This design comes from an exercise in tuning for small area, a short achievable clock period and few clock cycles on the open sky130 flow, not from production work. RTL that was checked went through simulation tests only; none was proved equivalent to the original. The RTL of runs 9 and 10 was laid out without a check of its function. In every run shown here, the design's own scripts or RTL, not TritonCTS, make the clock network. The clock input has no modelled driver; a real chip could not lean on it and would need a root buffer or a full tree. Power is estimated from default activity; no workload was simulated.

==> flow/design.v <==
`timescale 1ns/10ps
module LBP ( clk, reset, gray_addr, gray_req, gray_ready, gray_data, lbp_addr, lbp_valid, lbp_data, finish);
input clk;
input reset;
output reg [13:0] gray_addr;
output reg gray_req;
input gray_ready;
input [7:0] gray_data;
output reg [13:0] lbp_addr;
output reg lbp_valid;
output reg [7:0] lbp_data;
output reg finish;
reg [2:0] r;         
reg col_end;         
reg x_last;          
wire [6:0] gx = gray_addr[6:0];
wire [6:0] gy = gray_addr[13:7];
wire strip_end = col_end & x_last;
wire is_last = strip_end & (&gy);
always @(posedge clk or posedge reset) begin
    if (reset) begin
        gray_req <= 1'b0;
        finish <= 1'b0;
        lbp_valid <= 1'b0;
    end else begin
        lbp_valid <= gray_req & (|r[2:1]) & (|gx[6:1]);
        if (gray_req) begin
            if (is_last) begin
                gray_req <= 1'b0;
                finish <= 1'b1;
            end
        end else if (gray_ready & ~finish) begin
            gray_req <= 1'b1;
        end
    end
end
wire [6:0] y_step = {{4{col_end}}, {2{strip_end}}, 1'b1};
always @(posedge clk) begin
    x_last <= &gx;
    if (!gray_req) begin
        gray_addr <= 14'd0;
        r <= 3'd0;
        col_end <= 1'b0;
    end else begin
        r <= r + 3'd1;
        col_end <= (r == 3'd6);
        gray_addr[13:7] <= gy + y_step;
        if (col_end) gray_addr[6:0] <= gx + 7'd1;
    end
end
function [1:0] cmp_merge;
    input [1:0] hi, lo;
    cmp_merge = {hi[1] | (~hi[0] & lo[1]), hi[0] | (~hi[1] & lo[0])};
endfunction
function [1:0] cmp;
    input [7:0] a, b;
    reg [1:0] p0, p1, p2, p3, p4, p5, p6, p7;
    begin
        p0 = {a[0] & ~b[0], ~a[0] & b[0]};
        p1 = {a[1] & ~b[1], ~a[1] & b[1]};
        p2 = {a[2] & ~b[2], ~a[2] & b[2]};
        p3 = {a[3] & ~b[3], ~a[3] & b[3]};
        p4 = {a[4] & ~b[4], ~a[4] & b[4]};
        p5 = {a[5] & ~b[5], ~a[5] & b[5]};
        p6 = {a[6] & ~b[6], ~a[6] & b[6]};
        p7 = {a[7] & ~b[7], ~a[7] & b[7]};
        cmp = cmp_merge(cmp_merge(cmp_merge(p7, p6), cmp_merge(p5, p4)),
                        cmp_merge(cmp_merge(p3, p2), cmp_merge(p1, p0)));
    end
endfunction
reg [7:0] c1, c2, c3, c4, c5, c6, c7, c8, c9;
wire [1:0] k0 = cmp(gray_data, c9);
wire [1:0] k1 = cmp(c1, c9);
wire [1:0] k2 = cmp(c2, c9);
wire [1:0] k8 = cmp(c8, c9);
reg [8:0] d0;    
reg [7:0] d1;    
reg [6:0] d2;    
reg       d8;    
always @(posedge clk) begin
    c1 <= gray_data; c2 <= c1; c3 <= c2; c4 <= c3; c5 <= c4;
    c6 <= c5; c7 <= c6; c8 <= c7; c9 <= c8;
    d0 <= {d0[7:0], ~k0[1]};
    d1 <= {d1[6:0], ~k1[1]};
    d2 <= {d2[5:0], ~k2[1]};
    d8 <= ~k8[1];
    lbp_data <= {~k0[0], ~k8[0], d2[6], ~k1[0], d1[7], ~k2[0], d8, d0[8]};
    lbp_addr <= {gy - 7'd1, gx - 7'd1};
end
endmodule
==> flow/flow/run.sh <==
#!/bin/bash
set -euo pipefail
W=$PWD
source flow/params.sh
bash standard.sh synth > synth.log 2>&1
R=$W/orfs/results/$FLOW_PLATFORM/LBP/base
cp "$R/1_2_yosys.v" "$W/standard_1_2_yosys.v"
LIB_FILE="$FLOW_HOME/platforms/$FLOW_PLATFORM/lib/sky130_fd_sc_hd__tt_025C_1v80.lib" \
NETLIST_IN="$W/standard_1_2_yosys.v" NETLIST_OUT="$W/remapped.v" \
DONT_USE="$(cat flow/dont_use.txt)" \
  yosys -c flow/remap.tcl > remap.log 2>&1
cp "$W/remapped.v" "$R/1_2_yosys.v"
bash standard.sh PRE_CTS_TCL="$W/flow/cts_manual.tcl" \
  "BUFFER_PORTS_ARGS=-buffer_cell $PORT_BUF" finish > layout.log 2>&1
==> flow/flow/cts_manual.tcl <==
set block [ord::get_db_block]
set db [ord::get_db]
set clk_net [$block findNet clk]
set master [$db findMaster $::env(MY_CTS_BUF)]
set sinks {}
foreach it [$clk_net getITerms] {
  set inst [$it getInst]
  set bb [$inst getBBox]
  lappend sinks [list $it [expr {([$bb xMin] + [$bb xMax]) / 2}] [expr {([$bb yMin] + [$bb yMax]) / 2}]]
}
puts "manual CTS: [llength $sinks] sinks"
# split into groups: by x into NX slices, each slice by y into NY parts
set nx $::env(MY_CTS_NX)
set ny $::env(MY_CTS_NY)
set sx [lsort -integer -index 1 $sinks]
set n [llength $sx]
set groups {}
for {set i 0} {$i < $nx} {incr i} {
  set a [expr {$i * $n / $nx}]
  set b [expr {($i + 1) * $n / $nx - 1}]
  set sl [lsort -integer -index 2 [lrange $sx $a $b]]
  set m [llength $sl]
  for {set j 0} {$j < $ny} {incr j} {
    lappend groups [lrange $sl [expr {$j * $m / $ny}] [expr {($j + 1) * $m / $ny - 1}]]
  }
}
# optional root buffer between the clock port and the group buffers
set drv_net $clk_net
if {$::env(MY_CTS_ROOT) ne ""} {
  set root [odb::dbInst_create $block [$db findMaster $::env(MY_CTS_ROOT)] "cts_root"]
  set rnet [odb::dbNet_create $block "clknet_root"]
  $rnet setSigType CLOCK
  [$root findITerm A] connect $clk_net
  [$root findITerm X] connect $rnet
  set drv_net $rnet
}
set k 0
set tx 0; set ty 0
foreach g $groups {
  set buf [odb::dbInst_create $block $master "cts_buf_$k"]
  set net [odb::dbNet_create $block "clknet_$k"]
  $net setSigType CLOCK
  [$buf findITerm A] connect $drv_net
  [$buf findITerm X] connect $net
  set sx 0; set sy 0
  foreach s $g {
    set it [lindex $s 0]
    $it disconnect
    $it connect $net
    incr sx [lindex $s 1]; incr sy [lindex $s 2]
  }
  set cx [expr {$sx / [llength $g]}]
  set cy [expr {$sy / [llength $g]}]
  $buf setLocation $cx $cy
  $buf setPlacementStatus PLACED
  incr tx $cx; incr ty $cy
  puts "manual CTS: buffer $k drives [llength $g] sinks at $cx $cy"
  incr k
}
if {$::env(MY_CTS_ROOT) ne ""} {
  $root setLocation [expr {$tx / $k}] [expr {$ty / $k}]
  $root setPlacementStatus PLACED
}
$clk_net setSigType CLOCK
set_placement_padding -global -left $::env(CELL_PAD_IN_SITES_DETAIL_PLACEMENT) -right $::env(CELL_PAD_IN_SITES_DETAIL_PLACEMENT)
detailed_placement
set_propagated_clock [all_clocks]
estimate_parasitics -placement
report_clock_skew
repair_timing_helper
detailed_placement
check_placement -verbose
report_checks -path_delay max -format full_clock_expanded
orfs_write_db $::env(RESULTS_DIR)/4_1_cts.odb
orfs_write_sdc $::env(RESULTS_DIR)/4_cts.sdc
exit
==> flow/flow/dont_use.txt <==
sky130_fd_sc_hd__lpflow_bleeder_1
sky130_fd_sc_hd__lpflow_clkbufkapwr_1
sky130_fd_sc_hd__lpflow_clkbufkapwr_16
sky130_fd_sc_hd__lpflow_clkbufkapwr_2
sky130_fd_sc_hd__lpflow_clkbufkapwr_4
sky130_fd_sc_hd__lpflow_clkbufkapwr_8
sky130_fd_sc_hd__lpflow_clkinvkapwr_1
sky130_fd_sc_hd__lpflow_clkinvkapwr_16
sky130_fd_sc_hd__lpflow_clkinvkapwr_2
sky130_fd_sc_hd__lpflow_clkinvkapwr_4
sky130_fd_sc_hd__lpflow_clkinvkapwr_8
sky130_fd_sc_hd__lpflow_decapkapwr_12
sky130_fd_sc_hd__lpflow_decapkapwr_3
sky130_fd_sc_hd__lpflow_decapkapwr_4
sky130_fd_sc_hd__lpflow_decapkapwr_6
sky130_fd_sc_hd__lpflow_decapkapwr_8
sky130_fd_sc_hd__lpflow_inputiso0n_1
sky130_fd_sc_hd__lpflow_inputiso0p_1
sky130_fd_sc_hd__lpflow_inputiso1n_1
sky130_fd_sc_hd__lpflow_inputiso1p_1
sky130_fd_sc_hd__lpflow_inputisolatch_1
sky130_fd_sc_hd__lpflow_isobufsrc_1
sky130_fd_sc_hd__lpflow_isobufsrc_16
sky130_fd_sc_hd__lpflow_isobufsrc_2
sky130_fd_sc_hd__lpflow_isobufsrc_4
sky130_fd_sc_hd__lpflow_isobufsrc_8
sky130_fd_sc_hd__lpflow_isobufsrckapwr_16
sky130_fd_sc_hd__lpflow_lsbuf_lh_hl_isowell_tap_1
sky130_fd_sc_hd__lpflow_lsbuf_lh_hl_isowell_tap_2
sky130_fd_sc_hd__lpflow_lsbuf_lh_hl_isowell_tap_4
sky130_fd_sc_hd__lpflow_lsbuf_lh_isowell_4
sky130_fd_sc_hd__lpflow_lsbuf_lh_isowell_tap_1
sky130_fd_sc_hd__lpflow_lsbuf_lh_isowell_tap_2
sky130_fd_sc_hd__lpflow_lsbuf_lh_isowell_tap_4
sky130_fd_sc_hd__probe_p_8
sky130_fd_sc_hd__probec_p_8
==> flow/flow/params.sh <==
# clock tree of flow/cts_manual.tcl: MY_CTS_NX x MY_CTS_NY groups of flip-flops, each
# driven by one MY_CTS_BUF; MY_CTS_ROOT, if set, is a buffer between them and the port.
export MY_CTS_BUF=sky130_fd_sc_hd__clkbuf_16 MY_CTS_NX=2 MY_CTS_NY=2 MY_CTS_ROOT=
PORT_BUF=sky130_fd_sc_hd__buf_2
# ABC script flow/remap.tcl maps the logic with
export ABC_SCRIPT="+strash;dch;map;topo;stime"
==> flow/flow/remap.tcl <==
# Re-maps the combinational logic of the standard synthesis's netlist, with the ABC script
# ABC_SCRIPT when it is set (else Yosys's default one). The flip-flops are kept as they
# are (same instances, names and cells): their cell modules are kept as hierarchy,
# everything else is flattened into gates and mapped again.
yosys read_liberty -ignore_miss_func $::env(LIB_FILE)
yosys read_verilog $::env(NETLIST_IN)
yosys hierarchy -top $::env(FLOW_TOP)
yosys setattr -mod -set keep_hierarchy 1 sky130_fd_sc_hd__df*
yosys flatten
yosys opt -purge
yosys techmap
yosys opt
set du {}
foreach c $::env(DONT_USE) { lappend du -dont_use $c }
if {[info exists ::env(ABC_SCRIPT)]} { yosys abc -script $::env(ABC_SCRIPT) -liberty $::env(LIB_FILE) {*}$du } else { yosys abc -liberty $::env(LIB_FILE) {*}$du }
yosys opt_clean -purge
yosys hilomap -singleton -hicell sky130_fd_sc_hd__conb_1 HI -locell sky130_fd_sc_hd__conb_1 LO
yosys splitnets
yosys opt_clean -purge
yosys write_verilog -noattr -noexpr -nohex -nodec $::env(NETLIST_OUT)
yosys stat -liberty $::env(LIB_FILE)
==> flow/standard.sh <==
#!/bin/bash
# synth_recipe.tcl (not shown) runs the flow's synth.tcl, then flattens the netlist and writes it again
# the make line also repeats each setting of config.mk as NAME=value (left out here)
make -C /OpenROAD-flow-scripts/flow DESIGN_CONFIG=/design/flow/config.mk WORK_HOME=/design/flow/orfs CLKGATE_MAP_FILE= SYNTH_SCRIPT=/design/flow/synth_recipe.tcl "${@:-finish}"
==> flow/config.mk <==
export PLATFORM = sky130hd
export DESIGN_NAME = LBP
export DESIGN_NICKNAME = LBP
export VERILOG_FILES = /design/flow/design.v
export SDC_FILE = /design/flow/constraint.sdc
export NUM_CORES = 4
export LEC_CHECK = 0
export CAP_MARGIN = 20
export CORE_MARGIN = 2
export CORE_UTILIZATION = 50
export SETUP_SLACK_MARGIN = 2.4
export SLEW_MARGIN = 20
==> flow/constraint.sdc <==
create_clock -name core_clock -period 4.0 [get_ports {clk}]
set_input_delay 0.8000 -clock core_clock [delete_from_list [all_inputs] [get_ports {clk}]]
set_output_delay 0.8000 -clock core_clock [all_outputs]
set_load 0.01 [all_outputs]
==> flow_summary.toml, run 1 <==
[outcome]
status = "finished clean"

[floorplan]
rows = 32
die-height_um = 93.7
initial_core_util = 0.518
die_w_um = 93.7
io-pin-count = 50
dieArea_mm2 = 0.00879
coreArea_mm2 = 0.00777

[critical_path]
cp.depth = 1
r2r_cells = 5
max_stage_delay_ns = 0.42
crit_family = "flip-flops"
path_buf_inv = 1
startpoint = "gray_addr[11]"
slowest_stage = "dfxtp_2"
arrival_ns = 0.76
cp-end-kind = "output port"
cp-start-kind = "flop"
path_class = "reg2out"
r2r_start = "c9[6]"
worstPathCellList = "buf_2"
crit_fanout = 8
cp.required_ns = 3.20

[timing]
finalClockSkew_ns = 0.00868
setup_violations = 0
post-route-period-util = 0.390
period_needed_ns = 1.56
finalHoldViolCount = 0
fmax_ghz = 0.642
rsz0062_at_grt = "no"
setup_slack_ns = 2.44
finalMaxSlewViolations = 0
tightestPinTransition_ns = 0.330
slew_headroom = 0.778
fin_tns_setup_ns = 0

[power_and_ir_drop]
power_density_mw_per_mm2 = 467
irDropWorstVdd_mv = 0.347
power.leakage_nw = 1.92

[placement]
gp_congestion = 0.838
dp_slack_ns = 2.30
dpl.hpwl_um = 4460
io_buffers = 49

[detailed_routing]
wl_per_cell_um = 11.4
routed_wl_um = 6200
viasPerCell = 4.89
vias = 2655
drc_errors = 0
antenna_left = 0
dr.pass1.iters = 4
drtIter0Drc = 80

[synthesis]
syn_inst = 387
syn_area_per_cell_um2 = 10.4
netlist_area_mm2 = 0.00403
syn-num-nets = 398
ys.warnings.count = 1

[final_layout]
n_antenna_cell = 0
syn_to_final_growth_pct = 12.4
nNetsFinal = 454
top_regs = "gray_addr (14), lbp_addr (14), d0 (9)"
drive_gt1_frac = 0.159
fillers = 692

[grt]
grt_pass1_vias = 2339
antenna_found_initial = 0
grt_max_degree = 37
grt_usage = 0.141
grt_first_pass_wirelength_um = 10500
overflow = 0

[run]
drv_cap = 0

[clock_tree]
postCtsHoldBufs = 0
clk_latency_ns = 0.18
clkTransAtPathRegs_ns = 0.12

[min_path]
min_from = "c4[7]"
hold_path_depth = 0
hold_class = "reg2reg"
## worst paths after layout
kind | endpoint | slack (ns)
worst max-delay path | gray_addr[11] | 2.44
worst min-delay path | c5[7] | 0.33
worst max register to register | d2[0] | 2.60
worst min register to register | c5[7] | 0.33
max in group asynchronous | gray_req | 3.44
min in group asynchronous | gray_req | 0.44
## repair_timing
action | CTS | global route
endpoints found under the hold margin | 0 | 0
gates resized for setup | 6 | 9
endpoints found under the setup margin | 6 | 16
pin swaps | 0 | 0
buffers inserted | 1 | 0
cloned | 0 | 0
## power breakdown
group / switching, W / internal, W / total (W) / leakage, nW
Clock: 0.000321 / 0.000187 / 0.000509 / 0.0493
Combinational: 0.0000502 / 0.0000362 / 0.0000864 / 0.677
Sequential: 0.0000282 / 0.00149 / 0.00152 / 1.19
## per-layer routing
| layer | up-vias | track usage | part of all wire |
|---|---|---|---|
| met5 | - | 0 | 0 |
| met4 | 0 | 0.0109 | 0.0092 |
| met3 | 2 | 0.0104 | 0.044 |
| met1 | 1185 | 0.207 | 0.48 |
| met2 | 58 | 0.240 | 0.47 |
| li1 | 1410 | - | - |
## per-stage QoR
step	utilization	hold WS [ns]	instance area, um2	power (W)	instances
3_3_place_gp	0.566	0.310	4400	0.00163	538
6_report	0.582	0.333	4520	0.00211	543
5_1_grt	0.582	0.339	4520	0.00220	543
2_1_floorplan	-	0.310	4030	0.00160	387
3_5_place_dp	0.566	0.312	4400	0.00164	538
## cells in the final DEF, fill, tap and decap left out, drive strengths merged, types with 7 or more instances in the layout
cell	n
dfxtp	138
nand2	56
buf	50
clkinv	41
nor2	31
o21ai	27
a21oi	24
nand3	13
o22ai	8
xor2	7
nor3	7
## worst reg2reg max path, stage by stage (launching register included)
cell and delay, ns:
dfxtp_1 0.42, clkinv_1 0.20, a22oi_1 0.24, o21ai_0 0.13, a21oi_1 0.18, o2bb2ai_1 0.16
## area by class of cell
class / count / area (um2) / area share
inverter: 41 / 154 / 0.0340
tap: 102 / 128 / 0.0282
buffer: 4 / 100 / 0.0221
sequential: 141 / 2860 / 0.631
timing repair buffer: 50 / 253 / 0.0559
multi-input combinational: 205 / 1030 / 0.229
Testbench counts, summed over its fixed seeds: cycles 172,040.
==> run 2, diff against run 1 <==
--- a/flow/flow/params.sh
+++ b/flow/flow/params.sh
@@ -3,4 +3,4 @@
 export MY_CTS_BUF=sky130_fd_sc_hd__clkbuf_16 MY_CTS_NX=2 MY_CTS_NY=2 MY_CTS_ROOT=
 PORT_BUF=sky130_fd_sc_hd__buf_2
 # ABC script flow/remap.tcl maps the logic with
-export ABC_SCRIPT="+strash;dch;map;topo;stime"
+export ABC_SCRIPT="+strash;dch;map -a;topo;stime"
--- a/flow/config.mk
+++ b/flow/config.mk
@@ -8,5 +8,5 @@
 export CAP_MARGIN = 20
 export CORE_MARGIN = 2
 export CORE_UTILIZATION = 50
-export SETUP_SLACK_MARGIN = 2.4
+export SETUP_SLACK_MARGIN = 2.55
 export SLEW_MARGIN = 20
==> flow_summary.toml, run 2 <==
[grt]
grt_first_pass_wirelength_um = 10400
antenna_found_initial = 0
overflow = 0
grt_pass1_vias = 2407
grt_usage = 0.143
grt_max_degree = 37

[final_layout]
syn_to_final_growth_pct = 26.2
final_common_cell = "dfxtp_1"
drive_gt1_frac = 0.313
stdcell_count = 566
fin_area_mm2 = 0.00500
final_cell_mix = "117 x dfxtp_1, 40 x nand2_1, 34 x nor2_1"
top_regs = "gray_addr (14), lbp_addr (14), d0 (9)"
fillers = 635
n_antenna_cell = 0
nNetsFinal = 477

[clock_tree]
clk_latency_ns = 0.18
clkTransAtPathRegs_ns = 0.12
postCtsHoldBufs = 0

[power_and_ir_drop]
irDropWorstVdd_mv = 0.321
p_total_w = 0.00212
power.leakage_nw = 2.12
power_frac_seq = 0.712
combPwrFrac = 0.049
p_sw_frac = 0.191
clockPowerShare = 0.239
p_int_w = 0.00171
power_density_mw_per_mm2 = 424
power_switching_w = 0.000406

[floorplan]
initial_core_util = 0.516
rows = 32
dieArea_mm2 = 0.00866
coreArea_mm2 = 0.00769
die-height_um = 93.0
io-pin-count = 50
die_w_um = 93.0

[detailed_routing]
viasPerCell = 4.75
antenna_left = 0
vias = 2688
dr.pass1.iters = 4
wl_per_cell_um = 11.5
routed_wl_um = 6530
drtIter0Drc = 93
drc_errors = 0

[synthesis]
netlist_area_mm2 = 0.00396
syn_area_per_cell_um2 = 10.3
ys.warnings.count = 1
syn-num-nets = 394
syn_inst = 383

[timing]
slew_headroom = 0.713
finalMaxSlewViolations = 0
post-route-period-util = 0.383
rsz0062_at_grt = "yes"
fin_tns_setup_ns = 0
finalHoldViolCount = 0
setup_violations = 0
fmax_ghz = 0.654
period_needed_ns = 1.53
finalClockSkew_ns = 0.0100
tightestPinTransition_ns = 0.428

[critical_path]
path_class = "reg2out"
path_buf_inv = 1
cp-end-kind = "output port"
arrival_ns = 0.73
worstPathCellList = "buf_6"
cp.required_ns = 3.20
crit_fanout = 2
max_stage_delay_ns = 0.44
crit_family = "flip-flops"
slowest_stage = "dfrtp_2"
cp-start-kind = "flop"

[placement]
io_buffers = 49
dpl.hpwl_um = 4300
gp_congestion = 0.872
dpl_cell_area_mm2 = 0.00436
placed_cells = 534

[min_path]
hold_class = "reg2reg"

[run]
drv_cap = 0

[outcome]
status = "finished clean"
run 2: power by group through the flow:
stage,clock [W],sequential (W),combinational (W)
after global placement,0,0.00155,0.0000885
after global routing,0.000570,0.00152,0.000117
final,0.000506,0.00151,0.000104
after detailed placement,0,0.00155,0.0000916
after floorplan,0,0.00154,0.0000544
run 2: layout make-up:
class,count,area (um2),share of cell area
inverters,44,180,0.0360
repair buffers,76,592,0.118
repair inverters,1,5.00,0.00100
multi-input cells,198,1100,0.220
plain buffers,4,100,0.0200
well taps,102,128,0.0255
flip-flops and latches,141,2900,0.579
run 2: worst paths after layout:
path | slack [ns] | start | cells after the start | to
hold reg to reg | 0.33 | c4[0] | 0 | c5[0]
min in group asynchronous | 0.45 | reset | 2 | finish
max in group asynchronous | 3.43 | reset | 2 | gray_req
hold / removal | 0.33 | c4[0] | 0 | c5[0]
setup / recovery | 2.47 | gray_req | 1 | gray_req
setup reg to reg | 2.60 | c9[6] | 8 | lbp_data[7]
run 2: what timing repair did:
action,CTS,global route
buffers inserted,21,6
endpoints found under the setup margin,23,43
cloned,0,1
pin swaps,8,11
resized for setup,43,62
run 2: stage by stage:
stage / hold WS, ns / setup slack (ns) / utilization
floorplan: 0.310 / 2.46 / -
finish: 0.332 / 2.47 / 0.651
global route: 0.337 / 2.44 / 0.651
detailed placement: 0.312 / 2.25 / 0.567
global placement: 0.310 / 2.28 / 0.567
run 2: routing by layer:
layer | global-route usage | wire, um
met1 | 0.189 | 2990
met2 | 0.260 | 3150
met3 | 0.0105 | 274
met4 | 0.0245 | 114
met5 | 0 | 0
==> run 3, diff against run 2 <==
--- a/flow/config.mk
+++ b/flow/config.mk
@@ -8,5 +8,5 @@
 export CAP_MARGIN = 20
 export CORE_MARGIN = 2
 export CORE_UTILIZATION = 50
-export SETUP_SLACK_MARGIN = 2.55
+export SETUP_SLACK_MARGIN = 2.3
 export SLEW_MARGIN = 20
==> flow_summary.toml, run 3 <==
[outcome]
status = "finished clean"

[final_layout]
nNetsFinal = 450
fillers = 675
final_cell_mix = "134 x dfxtp_1, 49 x buf_2, 48 x nand2_1"
final_common_cell = "dfxtp_1"
drive_gt1_frac = 0.151
fin_area_mm2 = 0.00447
top_regs = "gray_addr (14), lbp_addr (14), d0 (9)"
n_antenna_cell = 0
syn_to_final_growth_pct = 12.8

[floorplan]
coreArea_mm2 = 0.00769
dieArea_mm2 = 0.00866
io-pin-count = 50
initial_core_util = 0.516
die_w_um = 93.0
die-height_um = 93.0
rows = 32

[clock_tree]
clk_latency_ns = 0.18
clkTransAtPathRegs_ns = 0.12
postCtsHoldBufs = 0

[critical_path]
cp-end-kind = "output port"
cp.required_ns = 3.20
max_stage_delay_ns = 0.46
worstPathCellList = "buf_2"
r2r_start = "gray_addr[0]"
path_buf_inv = 1
r2r_setup_slack_ns = 2.48
crit_family = "flip-flops"
reg2reg_to = "gray_addr[5]"
path_class = "reg2out"
cp-start-kind = "flop"
slowest_stage = "dfxtp_1"
r2r_cells = 10
arrival_ns = 0.81
crit_fanout = 6

[power_and_ir_drop]
power.leakage_nw = 1.90
p_sw_frac = 0.187
irDropWorstVdd_mv = 0.260
power_switching_w = 0.000394
power_frac_seq = 0.719
clockPowerShare = 0.239
combPwrFrac = 0.041
p_int_w = 0.00171
power_density_mw_per_mm2 = 471

[synthesis]
syn_area_per_cell_um2 = 10.3
syn-num-nets = 394
syn_inst = 383
netlist_area_mm2 = 0.00396
ys.warnings.count = 1

[grt]
overflow = 0
grt_pass1_vias = 2366
grt_first_pass_wirelength_um = 9780
antenna_found_initial = 0
grt_max_degree = 37
grt_usage = 0.133

[min_path]
holdPathEnd = "c5[0]"
min_from = "c4[0]"
hold_class = "reg2reg"
hold_path_depth = 0

[timing]
period_needed_ns = 1.61
rsz0062_at_grt = "yes"
setup_violations = 0
fin_tns_setup_ns = 0
finalHoldViolCount = 0
finalClockSkew_ns = 0.00979
finalMaxSlewViolations = 0
fmax_ghz = 0.620
tightestPinTransition_ns = 0.361
slew_headroom = 0.757
post-route-period-util = 0.403

[detailed_routing]
dr.pass1.iters = 4
drtIter0Drc = 47
vias = 2566
routed_wl_um = 5800
drc_errors = 0
viasPerCell = 4.76
wl_per_cell_um = 10.8
antenna_left = 0

[run]
drv_cap = 0

[placement]
dpl.hpwl_um = 4360
io_buffers = 49
gp_congestion = 0.860
dpl_cell_area_mm2 = 0.00434
==> run 3: repair_timing <==
action                     4_1_cts  5_1_grt
pin swaps                        0        0
setup endpoints to repair        3        5
gates resized for setup          3       10
setup buffers                    0        1
==> run 3: worst max-delay path by stage <==
stage / start / to / slack (ns) / cells after the start
after floorplan: gray_data[6] / lbp_data[7] / 2.42 / 5
after global placement: gray_data[6] / lbp_data[7] / 2.25 / 6
final: gray_addr[6] / gray_addr[6] / 2.39 / 1
after global routing: col_end / gray_addr[13] / 2.28 / 10
after detailed placement: gray_data[6] / lbp_data[7] / 2.19 / 6
==> run 3: layout make-up <==
type                    count  area [um2]  share of cell area
flip-flops and latches    141        2850               0.637
multi-input cells         198         978               0.219
repair buffers             50         253              0.0565
inverters                  44         165              0.0369
well taps                 102         128              0.0285
plain buffers               4         100              0.0224
==> run 3: per-layer routing <==
layer	vias to the layer above	GRT usage	routed length [um]
met1	1137	0.174	2730
met3	10	0.00967	246
met2	51	0.243	2680
met5	-	0	0
met4	0	0.0282	137
li1	1368	-	-
==> run 3: per-stage QoR <==
stage	setup WS, ns	utilization	total power (W)	hold WS [ns]	cells
after detailed placement	2.19	0.564	0.00164	0.312	534
after floorplan	2.42	-	0.00160	0.310	383
final	2.39	0.582	0.00210	0.330	539
after global placement	2.25	0.564	0.00163	0.310	534
after global routing	2.28	0.582	0.00220	0.340	539
==> run 3: power by group through the flow <==
| stage | sequential, W | combinational [W] | clock (W) |
|---|---|---|---|
| after detailed placement | 0.00155 | 0.0000883 | 0 |
| after global placement | 0.00155 | 0.0000857 | 0 |
| after floorplan | 0.00154 | 0.0000523 | 0 |
| after global routing | 0.00152 | 0.000100 | 0.000575 |
| final | 0.00151 | 0.0000873 | 0.000503 |
==> run 4, diff against run 3 <==
--- a/flow/config.mk
+++ b/flow/config.mk
@@ -8,5 +8,5 @@
 export CAP_MARGIN = 20
 export CORE_MARGIN = 2
 export CORE_UTILIZATION = 50
-export SETUP_SLACK_MARGIN = 2.3
+export SETUP_SLACK_MARGIN = 2.45
 export SLEW_MARGIN = 20
==> flow_summary.toml, run 4 <==
[outcome]
status = "finished clean"

[min_path]
hold_path_depth = 0
holdPathEnd = "c8[2]"
min_from = "c7[2]"
hold_class = "reg2reg"

[power_and_ir_drop]
power_density_mw_per_mm2 = 463
p_total_w = 0.00211
irDropWorstVdd_mv = 0.297
power.leakage_nw = 1.92

[critical_path]
worstPathCellList = "buf_2"
crit_fanout = 3
cp-end-kind = "output port"
r2r_setup_slack_ns = 2.55
crit_family = "flip-flops"
arrival_ns = 0.72
r2r_start = "col_end"
max_stage_delay_ns = 0.41
r2r_cells = 10
cp-start-kind = "flop"
path_buf_inv = 1
path_class = "reg2out"
cp.required_ns = 3.20
slowest_stage = "dfrtp_1"
reg2reg_to = "gray_addr[13]"

[final_layout]
final_cell_mix = "125 x dfxtp_1, 47 x nand2_1, 47 x buf_2"
stdcell_count = 540
fin_util = 0.593
drive_gt1_frac = 0.199
top_regs = "gray_addr (14), lbp_addr (14), d0 (9)"
final_common_cell = "dfxtp_1"
n_antenna_cell = 0
nNetsFinal = 451
syn_to_final_growth_pct = 15.0

[floorplan]
rows = 32
dieArea_mm2 = 0.00866
die-height_um = 93.0
initial_core_util = 0.516
coreArea_mm2 = 0.00769
io-pin-count = 50
die_w_um = 93.0

[detailed_routing]
drc_errors = 0
wl_per_cell_um = 10.8
antenna_left = 0
vias = 2615
routed_wl_um = 5840
viasPerCell = 4.84
drtIter0Drc = 65
dr.pass1.iters = 6

[synthesis]
syn-num-nets = 394
syn_area_per_cell_um2 = 10.3
netlist_area_mm2 = 0.00396
syn_inst = 383
ys.warnings.count = 1

[placement]
io_buffers = 49
gp_congestion = 0.840
placed_cells = 534
dpl.hpwl_um = 4270

[timing]
slew_headroom = 0.737
fin_tns_setup_ns = 0
finalClockSkew_ns = 0.0158
post-route-period-util = 0.380
tightestPinTransition_ns = 0.392
finalMaxSlewViolations = 0
rsz0062_at_grt = "yes"
setup_violations = 0
whs_ns = 0.322
period_needed_ns = 1.52
fmax_ghz = 0.658
finalHoldViolCount = 0

[clock_tree]
clkTransAtPathRegs_ns = 0.12
clk_latency_ns = 0.18

[grt]
overflow = 0
grt_pass1_vias = 2206
antenna_found_initial = 0
grt_usage = 0.132
grt_first_pass_wirelength_um = 9680
grt_max_degree = 37

[run]
drv_cap = 0
==> run 4: cell count changes in the layout (fill, tap and decap cells not counted), moves of 2 or more <==
cell      delta
clkinv_1     -4
a21oi_1      -2
dfxtp_2      +4
buf_2        -2
a21oi_2      +2
inv_2        +2
dfxtp_4      +5
nor2_1       -2
nor2_2       +2
dfxtp_1      -9
==> run 4: final cells by class <==
type / count / area [um2]
sequential: 141 / 2870
inverter: 44 / 170
tap: 102 / 128
timing repair buffer: 51 / 277
buffer: 4 / 100
multi-input combinational: 198 / 1010
fill: 695 / 3130
==> run 4: worst max path at each step <==
stage	from	end	slack, ns	depth (start not counted)
6_report	finish	finish	2.48	1
5_1_grt	col_end	gray_addr[13]	2.38	10
3_5_place_dp	gray_data[6]	lbp_data[7]	2.25	8
3_3_place_gp	gray_data[6]	lbp_data[7]	2.28	8
2_1_floorplan	gray_data[6]	lbp_data[7]	2.45	7
==> run 4: timing repair <==
action                                  CTS  global route
gates resized for setup                  18            22
hold endpoints to repair                  0             0
hold buffers                              0             0
buffers inserted                          1             1
endpoints found under the setup margin   16            21
pin swaps                                 0             7
==> run 4: routing by layer <==
layer / track usage / up-vias / share of wire
met4: 0.0172 / 0 / 0.016
met5: 0 / - / 0
met1: 0.182 / 1187 / 0.48
met2: 0.235 / 53 / 0.46
met3: 0.00967 / 6 / 0.046
li1: - / 1369 / -
==> run 4: through the flow <==
stage	worst slack (ns)	cell area, um2
floorplan	2.45	3980
global placement	2.28	4350
detailed placement	2.25	4350
global route	2.38	4560
finish	2.48	4560
==> run 4: where the power goes <==
| part | switching [W] | leakage (nW) | total, W | internal [W] |
|---|---|---|---|---|
| registers | 0.0000259 | 1.20 | 0.00151 | 0.00148 |
| clock network | 0.000318 | 0.0493 | 0.000506 | 0.000187 |
| logic | 0.0000553 | 0.676 | 0.0000941 | 0.0000387 |
| total | 0.000400 | 1.92 | 0.00211 | 0.00171 |
==> run 5, diff against run 4 <==
--- a/flow/config.mk
+++ b/flow/config.mk
@@ -7,6 +7,6 @@
 export LEC_CHECK = 0
 export CAP_MARGIN = 20
 export CORE_MARGIN = 2
-export CORE_UTILIZATION = 50
-export SETUP_SLACK_MARGIN = 2.45
+export CORE_UTILIZATION = 45
+export SETUP_SLACK_MARGIN = 2.4
 export SLEW_MARGIN = 20
==> flow_summary.toml, run 5 <==
[power_and_ir_drop]
power_frac_seq = 0.716
p_int_w = 0.00171
irDropWorstVdd_mv = 0.264
power.leakage_nw = 1.92
p_sw_frac = 0.189
combPwrFrac = 0.044
power_switching_w = 0.000399
clockPowerShare = 0.240
p_total_w = 0.00211
power_density_mw_per_mm2 = 466

[timing]
setup_violations = 0
tightestPinTransition_ns = 0.398
fmax_ghz = 0.641
post-route-period-util = 0.390
finalHoldViolCount = 0
period_needed_ns = 1.56
finalClockSkew_ns = 0.0129
rsz0062_at_grt = "yes"
slew_headroom = 0.733
fin_tns_setup_ns = 0
whs_ns = 0.327
finalMaxSlewViolations = 0

[placement]
gp_congestion = 0.778
dpl.hpwl_um = 4240
placed_cells = 540
io_buffers = 49
dpl_cell_area_mm2 = 0.00434

[floorplan]
coreArea_mm2 = 0.00864
die-height_um = 97.9
die_w_um = 97.9
initial_core_util = 0.459
dieArea_mm2 = 0.00958
io-pin-count = 50
rows = 34

[critical_path]
worstPathCellList = "buf_2"
cp.required_ns = 3.20
r2r_setup_slack_ns = 2.54
crit_fanout = 5
cp-start-kind = "flop"
cp-end-kind = "output port"
slowest_stage = "dfxtp_1"
arrival_ns = 0.76
path_class = "reg2out"
max_stage_delay_ns = 0.42
path_buf_inv = 1
crit_family = "flip-flops"

[final_layout]
n_antenna_cell = 0
stdcell_count = 547
syn_to_final_growth_pct = 14.3
drive_gt1_frac = 0.189
nNetsFinal = 452
fin_area_mm2 = 0.00453
top_regs = "gray_addr (14), lbp_addr (14), d0 (9)"
final_common_cell = "dfxtp_1"
final_cell_mix = "128 x dfxtp_1, 49 x buf_2, 48 x nand2_1"

[detailed_routing]
routed_wl_um = 5880
drc_errors = 0
antenna_left = 0
drtIter0Drc = 69
wl_per_cell_um = 10.7
viasPerCell = 4.77
vias = 2608
dr.pass1.iters = 5

[grt]
grt_first_pass_wirelength_um = 9850
antenna_found_initial = 0
grt_usage = 0.117
overflow = 0
grt_max_degree = 37
grt_pass1_vias = 2306

[clock_tree]
clkTransAtPathRegs_ns = 0.12
clk_latency_ns = 0.18

[run]
drv_cap = 0

[synthesis]
ys.warnings.count = 1
syn-num-nets = 394
netlist_area_mm2 = 0.00396
syn_inst = 383
syn_area_per_cell_um2 = 10.3

[min_path]
hold_class = "reg2reg"

[outcome]
status = "finished clean"
-- run 5: path summary, 6_finish.rpt --
check / from / to / cells after the start
setup / recovery: gray_addr[9] / gray_addr[9] / 1
hold / removal: c7[5] / c8[5] / 0
setup reg to reg: gray_addr[1] / gray_addr[5] / 10
hold reg to reg: c7[5] / c8[5] / 0
max in group asynchronous: reset / gray_req / 2
min in group asynchronous: reset / finish / 2
-- run 5: layout make-up --
cell class,count,area (um2)
well taps,108,135
plain buffers,4,100
inverters,44,169
repair buffers,52,268
fillers,778,4100
flip-flops and latches,141,2860
multi-input cells,198,1000
-- run 5: worst register-to-register path, cell delays in order, from the launching register on --
cell	delay (ns)
dfxtp_4	0.39
clkinv_1	0.07
nor2_2	0.11
clkinv_1	0.11
nor2_2	0.17
inv_2	0.06
nor2_2	0.13
nand2_1	0.09
nor2_2	0.10
o21ai_0	0.08
nor2_1	0.10
-- run 5: power groups by stage --
stage / sequential [W] / combinational, W / clock, W
3_3_place_gp: 0.00154 / 0.0000863 / 0
3_5_place_dp: 0.00155 / 0.0000885 / 0
5_1_grt: 0.00152 / 0.000105 / 0.000569
2_1_floorplan: 0.00154 / 0.0000523 / 0
6_report: 0.00151 / 0.0000919 / 0.000506
-- run 5: what timing repair did --
item,in CTS,in global routing
hold buffers,0,0
setup buffers,1,2
gates resized for setup,12,17
pin swaps,0,3
endpoints found under the setup margin,10,11
-- run 5: per-layer routing --
metal  GRT usage  wire length, um  vias to the layer above
met2       0.207             2720                       60
met3      0.0100              258                        5
li1            -                -                     1369
met1       0.161             2820                     1174
met5           0                0                        -
met4      0.0150               83                        0
-- run 5: through the flow --
| step | setup slack, ns | util |
|---|---|---|
| 2_1_floorplan | 2.42 | - |
| 3_3_place_gp | 2.25 | 0.503 |
| 3_5_place_dp | 2.19 | 0.503 |
| 5_1_grt | 2.38 | 0.525 |
| 6_report | 2.44 | 0.525 |
==> run 6, diff against run 5 <==
--- a/flow/config.mk
+++ b/flow/config.mk
@@ -7,6 +7,6 @@
 export LEC_CHECK = 0
 export CAP_MARGIN = 20
 export CORE_MARGIN = 2
-export CORE_UTILIZATION = 45
+export CORE_UTILIZATION = 55
 export SETUP_SLACK_MARGIN = 2.4
 export SLEW_MARGIN = 20
==> flow_summary.toml, run 6 <==
[outcome]
status = "finished clean"

[critical_path]
cp-end-kind = "output port"
crit_family = "flip-flops"
arrival_ns = 0.75
slowest_stage = "dfxtp_1"
cp.required_ns = 3.20
max_stage_delay_ns = 0.42
path_buf_inv = 1
cp-start-kind = "flop"
crit_fanout = 5
path_class = "reg2out"
worstPathCellList = "buf_2"

[timing]
finalClockSkew_ns = 0.0117
post-route-period-util = 0.388
finalHoldViolCount = 0
rsz0062_at_grt = "yes"
setup_slack_ns = 2.45
tightestPinTransition_ns = 0.376
fmax_ghz = 0.644
period_needed_ns = 1.55
fin_tns_setup_ns = 0
slew_headroom = 0.748
finalMaxSlewViolations = 0
setup_violations = 0

[final_layout]
drive_gt1_frac = 0.189
stdcell_count = 534
n_antenna_cell = 0
final_common_cell = "dfxtp_1"
multi_input_area_mm2 = 0.00101
syn_to_final_growth_pct = 14.0
nNetsFinal = 451
final_cell_mix = "127 x dfxtp_1, 48 x nand2_1, 48 x buf_2"
seq_area_mm2 = 0.00286
fin_util = 0.658
fillers = 549
top_regs = "gray_addr (14), lbp_addr (14), d0 (9)"

[placement]
gp_congestion = 0.813
placed_cells = 528
io_buffers = 49
dp_slack_ns = 2.19
dpl.hpwl_um = 4080

[grt]
grt_first_pass_wirelength_um = 9340
antenna_found_initial = 0
overflow = 0
grt_max_degree = 37
grt_usage = 0.142
grt_pass1_vias = 2165

[floorplan]
io-pin-count = 50
die_w_um = 88.9
rows = 30
coreArea_mm2 = 0.00687
die-height_um = 88.9
initial_core_util = 0.577
dieArea_mm2 = 0.00790

[detailed_routing]
wl_per_cell_um = 10.5
viasPerCell = 4.84
drc_errors = 0
dr.pass1.iters = 4
routed_wl_um = 5620
antenna_left = 0
vias = 2582
drtIter0Drc = 85

[min_path]
hold_class = "reg2reg"

[run]
drv_cap = 0

[power_and_ir_drop]
power_density_mw_per_mm2 = 467
irDropWorstVdd_mv = 0.351
power.leakage_nw = 1.91

[clock_tree]
postCtsHoldBufs = 0
clk_latency_ns = 0.18
clkTransAtPathRegs_ns = 0.12

[synthesis]
syn-num-nets = 394
netlist_area_mm2 = 0.00396
syn_area_per_cell_um2 = 10.3
syn_inst = 383
ys.warnings.count = 1
run 6: cell count changes in the layout (fill, tap and decap cells not counted):
cell      before  now
dfxtp_4        2    1
a22oi_1        3    4
inv_2          3    2
nor2_1        37   35
nor2_2         6    7
a22oi_2        1    0
dfxtp_2        8   10
buf_2         49   48
buf_6          0    1
clkinv_1      40   41
buf_4          3    2
dfxtp_1      128  127
nor2_4         0    1
run 6: where the power goes:
| part | internal, W | switching, W |
|---|---|---|
| logic | 0.0000380 | 0.0000541 |
| clock network | 0.000187 | 0.000316 |
| registers | 0.00149 | 0.0000263 |
run 6: per-layer routing:
| layer | global-route usage | share of wire | vias up | routed length [um] |
|---|---|---|---|---|
| li1 | - | - | 1372 | - |
| met1 | 0.201 | 0.48 | 1156 | 2700 |
| met2 | 0.244 | 0.45 | 50 | 2550 |
| met3 | 0.0175 | 0.055 | 4 | 307 |
| met4 | 0.0124 | 0.0094 | 0 | 53 |
| met5 | 0 | 0 | - | 0 |
run 6: per-stage QoR:
stage	total power (W)	instance area [um2]	hold slack, ns
6_report	0.00211	4520	0.327
5_1_grt	0.00219	4520	0.335
3_5_place_dp	0.00163	4330	0.312
3_3_place_gp	0.00163	4330	0.310
2_1_floorplan	0.00160	3960	0.310
run 6: layout make-up:
class,count,share of cell area
flip-flops and latches,141,0.632
repair buffers,51,0.0590
inverters,44,0.0374
multi-input cells,198,0.223
well taps,96,0.0266
plain buffers,4,0.0221
run 6: worst paths after layout:
path | start | endpoint | slack, ns | cells after the start
min in group asynchronous | reset | gray_req | 0.44 | 2
worst min register to register | c6[4] | c7[4] | 0.33 | 0
worst min-delay path | c6[4] | c7[4] | 0.33 | 0
max in group asynchronous | reset | gray_req | 3.44 | 2
worst max-delay path | gray_addr[7] | gray_addr[7] | 2.45 | 1
worst max register to register | col_end | gray_addr[13] | 2.55 | 10
run 6: timing repair:
item / 4_1_cts / 5_1_grt
cloned: 0 / 0
gates resized for setup: 8 / 23
pin swaps: 0 / 6
setup buffers: 1 / 1
setup endpoints to repair: 9 / 13
==> run 7, diff against run 6 <==
--- a/flow/config.mk
+++ b/flow/config.mk
@@ -7,6 +7,6 @@
 export LEC_CHECK = 0
 export CAP_MARGIN = 20
 export CORE_MARGIN = 2
-export CORE_UTILIZATION = 55
+export CORE_UTILIZATION = 60
 export SETUP_SLACK_MARGIN = 2.4
 export SLEW_MARGIN = 20
==> flow_summary.toml, run 7 <==
[floorplan]
rows = 29
initial_core_util = 0.621
coreArea_mm2 = 0.00639
dieArea_mm2 = 0.00727
io-pin-count = 50
die_w_um = 85.3
die-height_um = 85.3

[clock_tree]
postCtsHoldBufs = 0
clkTransAtPathRegs_ns = 0.12
clk_latency_ns = 0.18

[grt]
grt_pass1_vias = 2204
grt_usage = 0.151
antenna_found_initial = 0
grt_first_pass_wirelength_um = 9380
grt_busiest_layer = "met2"
grtUsageMet2 = 0.270
met1_usage = 0.209
use_met3 = 0.0107
grt_max_degree = 37
overflow = 0

[critical_path]
r2r_start = "col_end"
slowest_stage = "dfxtp_1"
startpoint = "gray_addr[5]"
arrival_ns = 0.75
r2r_cells = 10
cp.required_ns = 3.20
cp-start-kind = "flop"
path_class = "reg2out"
max_stage_delay_ns = 0.42
crit_end = "gray_addr[5]"
r2r_setup_slack_ns = 2.54
cp-end-kind = "output port"
worstPathCellList = "buf_2"
cp.depth = 1
crit_family = "flip-flops"
reg2reg_to = "gray_addr[13]"
path_buf_inv = 1
crit_fanout = 5

[placement]
dpl.hpwl_um = 4180
io_buffers = 49
gp_congestion = 0.763
dpl_cell_area_mm2 = 0.00431

[detailed_routing]
drc_errors = 0
routed_wl_um = 5800
wl_per_cell_um = 11.2
drtIter0Drc = 55
viasPerCell = 4.91
antenna_left = 0
dr.pass1.iters = 4
vias = 2533

[power_and_ir_drop]
combPwrFrac = 0.043
power_switching_w = 0.000400
power_density_mw_per_mm2 = 471
power_frac_seq = 0.717
p_int_w = 0.00171
power.leakage_nw = 1.91
p_sw_frac = 0.189
irDropWorstVdd_mv = 0.354
clockPowerShare = 0.240

[timing]
setup_violations = 0
finalClockSkew_ns = 0.00965
slew_headroom = 0.754
post-route-period-util = 0.387
fmax_ghz = 0.645
fin_tns_setup_ns = 0
finalHoldViolCount = 0
period_needed_ns = 1.55
whs_ns = 0.330
rsz0062_at_grt = "yes"
finalMaxSlewViolations = 0
tightestPinTransition_ns = 0.366

[final_layout]
top_regs = "gray_addr (14), lbp_addr (14), d0 (9)"
fillers = 497
n_antenna_cell = 0
seq_area_mm2 = 0.00286
final_common_cell = "dfxtp_1"
syn_to_final_growth_pct = 13.0
drive_gt1_frac = 0.178
final_cell_mix = "127 x dfxtp_1, 49 x buf_2, 48 x nand2_1"
multi_input_area_um2 = 993
fin_area_mm2 = 0.00448
nNetsFinal = 452

[synthesis]
netlist_area_mm2 = 0.00396
syn_inst = 383
syn_area_per_cell_um2 = 10.3
ys.warnings.count = 1
syn-num-nets = 394

[min_path]
hold_class = "reg2reg"

[run]
drv_cap = 0

[outcome]
status = "finished clean"
-- run 7: worst min path at each step --
stage                from     to  slack, ns  depth (start not counted)
finish              c4[0]  c5[0]       0.33                          0
global route        d2[0]  d2[1]       0.34                          0
detailed placement  c4[0]  c5[0]       0.31                          0
global placement    d0[6]  d0[7]       0.31                          0
floorplan           c3[0]  c4[0]       0.31                          0
-- run 7: worst reg2reg max path, stage by stage, from the launching register on --
cell	delay, ns
dfxtp_4	0.38
nand2_1	0.09
nor2_1	0.17
clkinv_1	0.10
nand2_1	0.11
nand2_1	0.06
nand2_1	0.11
nand2_1	0.06
o21ai_1	0.14
o21ai_0	0.09
a21oi_1	0.11
-- run 7: layout make-up --
cell class | instances | share of cell area
Sequential cell | 141 | 0.638
Inverter | 44 | 0.0369
Timing Repair Buffer | 52 | 0.0598
Multi-Input combinational cell | 198 | 0.222
Buffer | 4 | 0.0224
Tap cell | 77 | 0.0215
-- run 7: metal layers --
| layer | up-vias | wire length, um |
|---|---|---|
| met4 | 0 | 68 |
| met1 | 1116 | 2870 |
| met3 | 7 | 202 |
| met2 | 43 | 2650 |
| met5 | - | 0 |
| li1 | 1367 | - |
-- run 7: what timing repair did --
item	CTS	global route
pin swaps	0	1
setup buffers	1	2
gates resized for setup	7	16
endpoints found under the setup margin	6	16
endpoints found under the hold margin	0	0
-- run 7: power by group through the flow --
stage | clock, W | sequential (W) | combinational, W
finish | 0.000506 | 0.00151 | 0.0000898
global route | 0.000564 | 0.00152 | 0.000101
detailed placement | 0 | 0.00155 | 0.0000889
global placement | 0 | 0.00154 | 0.0000849
floorplan | 0 | 0.00154 | 0.0000523
-- run 7: through the flow --
stage,std cells,setup WS [ns],util,total power (W)
global route,516,2.38,0.701,0.00219
global placement,509,2.25,0.674,0.00163
finish,516,2.45,0.701,0.00211
detailed placement,509,2.20,0.674,0.00164
floorplan,383,2.42,-,0.00160
==> run 8, diff against run 7 <==
--- a/flow/config.mk
+++ b/flow/config.mk
@@ -7,6 +7,6 @@
 export LEC_CHECK = 0
 export CAP_MARGIN = 20
 export CORE_MARGIN = 2
-export CORE_UTILIZATION = 60
+export CORE_UTILIZATION = 50
 export SETUP_SLACK_MARGIN = 2.4
 export SLEW_MARGIN = 20
==> flow_summary.toml, run 8 <==
[clock_tree]
clk_latency_ns = 0.18
clkTransAtPathRegs_ns = 0.12
postCtsHoldBufs = 0

[final_layout]
top_regs = "gray_addr (14), lbp_addr (14), d0 (9)"
fillers = 667
nNetsFinal = 453
syn_to_final_growth_pct = 14.0
drive_gt1_frac = 0.191
n_antenna_cell = 0
final_cell_mix = "126 x dfxtp_1, 49 x buf_2, 48 x nand2_1"
final_common_cell = "dfxtp_1"

[floorplan]
rows = 32
die-height_um = 93.0
initial_core_util = 0.516
die_w_um = 93.0
coreArea_mm2 = 0.00769
io-pin-count = 50
dieArea_mm2 = 0.00866

[critical_path]
cp-end-kind = "output port"
cp-start-kind = "flop"
path_class = "reg2out"
reg2reg_to = "gray_addr[5]"
r2r_cells = 10
max_stage_delay_ns = 0.40
startpoint = "gray_addr[13]"
slowest_stage = "dfxtp_1"
path_buf_inv = 1
crit_family = "flip-flops"
crit_fanout = 3
r2r_setup_slack_ns = 2.51
cp.required_ns = 3.20
arrival_ns = 0.73
r2r_start = "gray_addr[1]"
worstPathCellList = "buf_2"

[placement]
io_buffers = 49
dpl.hpwl_um = 4360
dp_slack_ns = 2.19
gp_congestion = 0.860

[synthesis]
syn-num-nets = 394
ys.warnings.count = 1
netlist_area_mm2 = 0.00396
syn_inst = 383
syn_area_per_cell_um2 = 10.3

[timing]
whs_ns = 0.329
period_needed_ns = 1.53
fin_tns_setup_ns = 0
finalMaxSlewViolations = 0
fmax_ghz = 0.652
setup_violations = 0
finalClockSkew_ns = 0.00984
finalHoldViolCount = 0
post-route-period-util = 0.383
setup_slack_ns = 2.47
rsz0062_at_grt = "yes"
slew_headroom = 0.749
tightestPinTransition_ns = 0.374

[grt]
grt_pass1_vias = 2371
grt_max_degree = 37
overflow = 0
grt_usage = 0.133
antenna_found_initial = 0
grt_first_pass_wirelength_um = 9780

[outcome]
status = "finished clean"

[power_and_ir_drop]
clockPowerShare = 0.240
p_int_w = 0.00171
irDropWorstVdd_mv = 0.260
p_sw_frac = 0.188
combPwrFrac = 0.042
power.leakage_nw = 1.92
power_switching_w = 0.000397
power_density_mw_per_mm2 = 466
power_frac_seq = 0.718

[detailed_routing]
antenna_left = 0
routed_wl_um = 5840
wl_per_cell_um = 10.8
vias = 2587
drc_errors = 0
viasPerCell = 4.77
dr.pass1.iters = 4
drtIter0Drc = 55

[min_path]
hold_path_depth = 0
min_from = "c4[0]"
holdPathEnd = "c5[0]"
hold_class = "reg2reg"

[run]
drv_cap = 0
-- run 8: changes by cell type in the layout (fill, tap and decap cells not counted), moves of 2 or more --
cell | previous run | this run
clkinv_1 | 43 | 41
inv_2 | 1 | 3
nor2_2 | 3 | 6
nor2_1 | 39 | 37
-- run 8: timing repair --
action / CTS / global route
gates resized for setup: 9 / 20
hold endpoints to repair: 0 / 0
endpoints found under the setup margin: 8 / 13
buffers inserted: 1 / 3
pin swaps: 0 / 2
-- run 8: cell type report --
cell class	count	area (um2)	share of cell area
Sequential cell	141	2860	0.633
Multi-Input combinational cell	198	991	0.219
Timing Repair Buffer	53	275	0.0609
Inverter	44	165	0.0366
Tap cell	102	128	0.0282
Buffer	4	100	0.0222
-- run 8: worst max-delay path by stage --
| stage | endpoint | depth (start not counted) |
|---|---|---|
| 2_1_floorplan | lbp_data[7] | 5 |
| 3_5_place_dp | lbp_data[7] | 6 |
| 5_1_grt | gray_addr[13] | 10 |
| 6_report | gray_addr[13] | 1 |
| 3_3_place_gp | lbp_data[7] | 6 |
-- run 8: stage by stage --
stage | utilization | total power (W) | cells | cell area (um2)
2_1_floorplan | - | 0.00160 | 383 | 3960
3_3_place_gp | 0.564 | 0.00163 | 534 | 4340
3_5_place_dp | 0.564 | 0.00164 | 534 | 4340
5_1_grt | 0.588 | 0.00220 | 542 | 4520
6_report | 0.588 | 0.00211 | 542 | 4520
-- run 8: power by group through the flow --
| stage | sequential (W) | combinational [W] | clock (W) |
|---|---|---|---|
| 6_report | 0.00151 | 0.0000894 | 0.000505 |
| 5_1_grt | 0.00152 | 0.000102 | 0.000574 |
| 3_5_place_dp | 0.00155 | 0.0000883 | 0 |
| 3_3_place_gp | 0.00155 | 0.0000857 | 0 |
| 2_1_floorplan | 0.00154 | 0.0000523 | 0 |
-- run 8: metal layers --
metal  wire length, um  track usage  share of wire
met1              2740        0.174           0.47
met3               257      0.00967          0.044
met2              2710        0.243           0.46
met4               136       0.0282          0.023
met5                 0            0              0
==> run 9, diff against run 8 <==
--- a/flow/design.v
+++ b/flow/design.v
@@ -12,10 +12,9 @@
 output reg finish;
 reg [2:0] r;         
 reg col_end;         
-reg x_last;          
 wire [6:0] gx = gray_addr[6:0];
 wire [6:0] gy = gray_addr[13:7];
-wire strip_end = col_end & x_last;
+wire strip_end = col_end & (&gx);
 wire is_last = strip_end & (&gy);
 always @(posedge clk or posedge reset) begin
     if (reset) begin
@@ -36,7 +35,6 @@
 end
 wire [6:0] y_step = {{4{col_end}}, {2{strip_end}}, 1'b1};
 always @(posedge clk) begin
-    x_last <= &gx;
     if (!gray_req) begin
         gray_addr <= 14'd0;
         r <= 3'd0;
==> flow_summary.toml, run 9 <==
[outcome]
status = "finished clean"

[critical_path]
r2r_setup_slack_ns = 2.13
path_class = "reg2reg"
cp-end-kind = "flop"
r2r_start = "gray_addr[0]"
max_stage_delay_ns = 0.38
cpMostUsedCell = "nor2_4"
arrival_ns = 1.95
reg2reg_to = "gray_addr[12]"
cp-start-kind = "flop"
crit_fanout = 3
crit_family = "simple AND/OR/NAND/NOR gates"
path_buf_inv = 3
r2r_cells = 17
cp.required_ns = 4.08
slowest_stage = "dfxtp_4"
worstPathCellList = "nand2_4 -> nor2_4 -> nand2_2 -> inv_4 -> nand2_4 -> nor2_4 -> nand2_2 -> nor2_4 -> inv_4 -> a21oi_2 -> nand2_1 -> clkinv_2 -> nor2_4 -> nor2_1 -> nor2_1 -> o21ai_1 -> a21oi_1"

[grt]
grt_usage = 0.147
overflow = 0
grt_first_pass_wirelength_um = 10700
antenna_found_initial = 0
grt_pass1_vias = 2429
grt_max_degree = 36

[final_layout]
stdcell_count = 574
n_antenna_cell = 0
final_common_cell = "dfxtp_1"
syn_to_final_growth_pct = 21.9
fin_util = 0.629
top_regs = "gray_addr (14), lbp_addr (14), d0 (9)"
seq_area_mm2 = 0.00284
drive_gt1_frac = 0.273
final_cell_mix = "127 x dfxtp_1, 55 x nor2_1, 43 x clkinv_1, 43 x buf_2, 41 x nand2_1"
fillers = 634
nNetsFinal = 485
multi_input_area_mm2 = 0.00110

[timing]
slew_headroom = 0.674
rsz0062_at_grt = "yes"
post-route-period-util = 0.469
setup_violations = 0
tightestPinTransition_ns = 0.484
finalClockSkew_ns = 0.0147
finalHoldViolCount = 0
finalMaxSlewViolations = 0
whs_ns = 0.330
period_needed_ns = 1.87
fin_tns_setup_ns = 0
fmax_ghz = 0.533

[power_and_ir_drop]
power.leakage_nw = 2.10
power_density_mw_per_mm2 = 613
irDropWorstVdd_mv = 0.292

[detailed_routing]
routed_wl_um = 6670
drc_errors = 0
antenna_left = 0
vias = 2729
dr.pass1.iters = 4
viasPerCell = 4.75
wl_per_cell_um = 11.6
drtIter0Drc = 89

[min_path]
hold_path_depth = 0
hold_class = "reg2reg"
holdPathEnd = "lbp_data[1]"
min_from = "d8"

[floorplan]
die-height_um = 93.3
initial_core_util = 0.516
die_w_um = 93.3
io-pin-count = 50
dieArea_mm2 = 0.00870
coreArea_mm2 = 0.00773
rows = 32

[run]
drv_cap = 0

[placement]
gp_congestion = 0.820
io_buffers = 49
placed_cells = 548
dpl.hpwl_um = 4530

[synthesis]
syn_inst = 397
syn_area_per_cell_um2 = 10.0
ys.warnings.count = 1
syn-num-nets = 408
netlist_area_mm2 = 0.00399

[clock_tree]
clkTransAtPathRegs_ns = 0.12
clk_latency_ns = 0.18
run 9: cell count changes in the layout (fill, tap and decap cells not counted), moves of 7 or more:
cell and delta:
buf_4 +14, nand2_1 -7, buf_6 +9, a21oi_1 -10
nor2_1 +18, o21ai_0 -8
run 9: worst max-delay path by stage:
stage                            start            end  slack (ns)  depth (start not counted)
after floorplan                col_end  gray_addr[13]        2.13                         18
after global placement         col_end  gray_addr[13]        2.03                         18
after detailed placement       col_end  gray_addr[13]        1.96                         18
after global routing      gray_addr[0]  gray_addr[12]        1.98                         17
final                     gray_addr[0]  gray_addr[12]        2.13                         17
run 9: per-layer routing:
layer  global-route usage  share of wire  up-vias
met3               0.0169          0.055       10
met5                    0              0        -
met4               0.0196          0.015        0
li1                     -              -     1428
met2                0.267           0.48       65
met1                0.193           0.45     1226
run 9: report_power, final:
group	leakage, nW	switching (W)	internal, W
registers	1.19	0.000134	0.00163
clock network	0.0493	0.000322	0.000187
logic	0.860	0.000390	0.000313
total	2.10	0.000847	0.00213
run 9: through the flow:
| step | power (W) | setup slack [ns] | cell area (um2) |
|---|---|---|---|
| finish | 0.00298 | 2.13 | 4860 |
| global route | 0.00315 | 1.98 | 4860 |
| detailed placement | 0.00237 | 1.96 | 4430 |
| global placement | 0.00235 | 2.03 | 4430 |
| floorplan | 0.00214 | 2.13 | 4060 |
run 9: area by class of cell:
type	instances	share of cell area
inverters	54	0.0463
well taps	102	0.0263
flip-flops and latches	140	0.584
repair buffers	71	0.0960
multi-input cells	203	0.227
plain buffers	4	0.0206
run 9: what timing repair did:
item,in CTS,in global routing
hold buffers,0,0
gates resized for setup,13,46
buffers inserted,11,11
hold endpoints to repair,0,0
setup endpoints to repair,12,22
pin swaps,8,13
==> run 10, diff against run 9 <==
--- a/flow/design.v
+++ b/flow/design.v
@@ -11,9 +11,9 @@
 output reg [7:0] lbp_data;
 output reg finish;
 reg [2:0] r;         
-reg col_end;         
 wire [6:0] gx = gray_addr[6:0];
 wire [6:0] gy = gray_addr[13:7];
+wire col_end = &r;
 wire strip_end = col_end & (&gx);
 wire is_last = strip_end & (&gy);
 always @(posedge clk or posedge reset) begin
@@ -38,10 +38,8 @@
     if (!gray_req) begin
         gray_addr <= 14'd0;
         r <= 3'd0;
-        col_end <= 1'b0;
     end else begin
         r <= r + 3'd1;
-        col_end <= (r == 3'd6);
         gray_addr[13:7] <= gy + y_step;
         if (col_end) gray_addr[6:0] <= gx + 7'd1;
     end
==> flow_summary.toml, run 10 <==
[synthesis]
syn-num-nets = 401
syn_inst = 390
netlist_area_mm2 = 0.00396
ys.warnings.count = 1
syn_area_per_cell_um2 = 10.2

[final_layout]
nNetsFinal = 469
top_regs = "gray_addr (14), lbp_addr (14), d0 (9)"
fin_area_mm2 = 0.00471
drive_gt1_frac = 0.257
fillers = 689
final_cell_mix = "122 x dfxtp_1, 49 x clkinv_1, 48 x buf_2"
final_common_cell = "dfxtp_1"
seq_area_mm2 = 0.00282
n_antenna_cell = 0
multi_input_area_mm2 = 0.00107
syn_to_final_growth_pct = 18.9

[placement]
dpl_cell_area_mm2 = 0.00440
dpl.hpwl_um = 4370
gp_congestion = 0.774
io_buffers = 49

[power_and_ir_drop]
combPwrFrac = 0.044
p_int_w = 0.00169
power.leakage_nw = 2.03
clockPowerShare = 0.241
power_frac_seq = 0.716
power_density_mw_per_mm2 = 444
irDropWorstVdd_mv = 0.245
power_switching_w = 0.000398
p_sw_frac = 0.190

[critical_path]
path_class = "reg2reg"
cp.required_ns = 4.13
cp-end-kind = "flop"
r2r_start = "r[0]"
r2r_cells = 15
r2r_setup_slack_ns = 2.31
arrival_ns = 1.81
startpoint = "r[0]"
crit_fanout = 5
cp-start-kind = "flop"

[grt]
grt_max_degree = 36
grt_usage = 0.141
grt_pass1_vias = 2382
antenna_found_initial = 0
grt_first_pass_wirelength_um = 10300
overflow = 0

[timing]
period_needed_ns = 1.69
fin_tns_setup_ns = 0
post-route-period-util = 0.421
rsz0062_at_grt = "yes"
setup_violations = 0
finalMaxSlewViolations = 0
finalClockSkew_ns = 0.00862
tightestPinTransition_ns = 0.258
slew_headroom = 0.828
finalHoldViolCount = 0
fmax_ghz = 0.593

[floorplan]
die_w_um = 93.0
coreArea_mm2 = 0.00769
initial_core_util = 0.515
dieArea_mm2 = 0.00865
io-pin-count = 50
die-height_um = 93.0
rows = 32

[clock_tree]
postCtsHoldBufs = 0
clk_latency_ns = 0.18
clkTransAtPathRegs_ns = 0.12

[detailed_routing]
drc_errors = 0
viasPerCell = 4.78
drtIter0Drc = 88
vias = 2665
antenna_left = 0
routed_wl_um = 6210
wl_per_cell_um = 11.1
dr.pass1.iters = 4

[min_path]
min_from = "d1[1]"
hold_class = "reg2reg"
hold_path_depth = 0

[outcome]
status = "finished clean"

[run]
drv_cap = 0
-- run 10: final timing paths --
path / to
worst max-delay path: gray_addr[13]
worst min-delay path: d1[2]
worst max register to register: gray_addr[13]
worst min register to register: d1[2]
max in group asynchronous: gray_req
min in group asynchronous: gray_req
-- run 10: what timing repair did --
item | 4_1_cts | 5_1_grt
pin swaps | 5 | 7
gates resized for setup | 17 | 28
setup buffers | 7 | 6
endpoints found under the setup margin | 13 | 13
-- run 10: per-layer routing --
layer	track usage	vias up	share of wire
li1	-	1397	-
met1	0.192	1212	0.48
met2	0.254	50	0.47
met3	0.00967	6	0.041
met4	0.0208	0	0.014
met5	0	-	0
-- run 10: area by class of cell --
| type | count | share of cell area |
|---|---|---|
| Sequential cell | 139 | 0.600 |
| Inverter | 57 | 0.0484 |
| Buffer | 4 | 0.0213 |
| Multi-Input combinational cell | 194 | 0.228 |
| Timing Repair Buffer | 62 | 0.0757 |
| Tap cell | 102 | 0.0271 |
-- run 10: power by group through the flow --
stage	Sequential [W]	Clock [W]	Combinational (W)
final	0.00150	0.000503	0.0000916
after floorplan	0.00153	0	0.0000555
after global placement	0.00153	0	0.0000897
after global routing	0.00151	0.000574	0.000104
after detailed placement	0.00153	0	0.0000914
-- run 10: per-stage QoR --
| step | hold WS (ns) | utilization | setup WS, ns | power [W] | cells |
|---|---|---|---|---|---|
| 2_1_floorplan | 0.310 | - | 2.31 | 0.00158 | 390 |
| 3_3_place_gp | 0.310 | 0.573 | 2.23 | 0.00162 | 541 |
| 3_5_place_dp | 0.312 | 0.573 | 2.17 | 0.00162 | 541 |
| 5_1_grt | 0.334 | 0.613 | 2.17 | 0.00219 | 558 |
| 6_report | 0.332 | 0.613 | 2.31 | 0.00209 | 558 |
-- run 10: worst max-delay path, stage by stage, from the launching register on --
cell      delay (ns)
dfxtp_2         0.35
nand2_2         0.06
inv_4           0.06
nand2_4         0.05
nor2_4          0.08
nand2_2         0.07
clkinv_4        0.06
nand2_4         0.05
nor2_4          0.11
inv_4           0.05
o22ai_4         0.20
a21oi_2         0.11
clkinv_1        0.06
o21ai_2         0.06
a21oi_2         0.13
o21a_1          0.12

## port drivers added, routing unchanged
How much do the figures lean on ideal ports? The routed layouts below were timed once more, with nothing changed but the port constraints. Step 1 assumes that a clkbuf_16 drives the clock port and a buf_2 every other input. Step 2 moves the port delays by t, midway between the first and last clock arrival at a register: inputs arrive t later, outputs are due t later. That takes back most of the time a late clock gives input paths. a / b / c = ideal ports / drivers / drivers and shift; a / b = the first two.
run | t (ns) | setup slack, ns | worst register clock-pin slew, ns
run 1 | 0.245 | 2.442 / 2.368 / 2.334 | 0.12 / 0.12
run 2 | 0.250 | 2.470 / 2.393 / 2.345 | 0.12 / 0.12
run 3 | 0.246 | 2.388 / 2.312 / 2.198 | 0.12 / 0.12
run 4 | 0.249 | 2.479 / 2.401 / 2.298 | 0.12 / 0.12
run 5 | 0.253 | 2.441 / 2.363 / 2.261 | 0.12 / 0.12
run 6 | 0.246 | 2.448 / 2.374 / 2.316 | 0.12 / 0.12
run 7 | 0.243 | 2.450 / 2.379 / 2.293 | 0.12 / 0.12
run 8 | 0.246 | 2.466 / 2.391 / 2.302 | 0.12 / 0.12
run 9 | 0.247 | 2.125 / 2.125 / 2.125 | 0.12 / 0.12
run 10 | 0.248 | 2.314 / 2.311 / 2.314 | 0.12 / 0.12
After both steps every run listed still meets setup and hold. The setup slack of run 3, which loses most, moves by -0.076 ns with the drivers and by -0.190 ns with both steps.
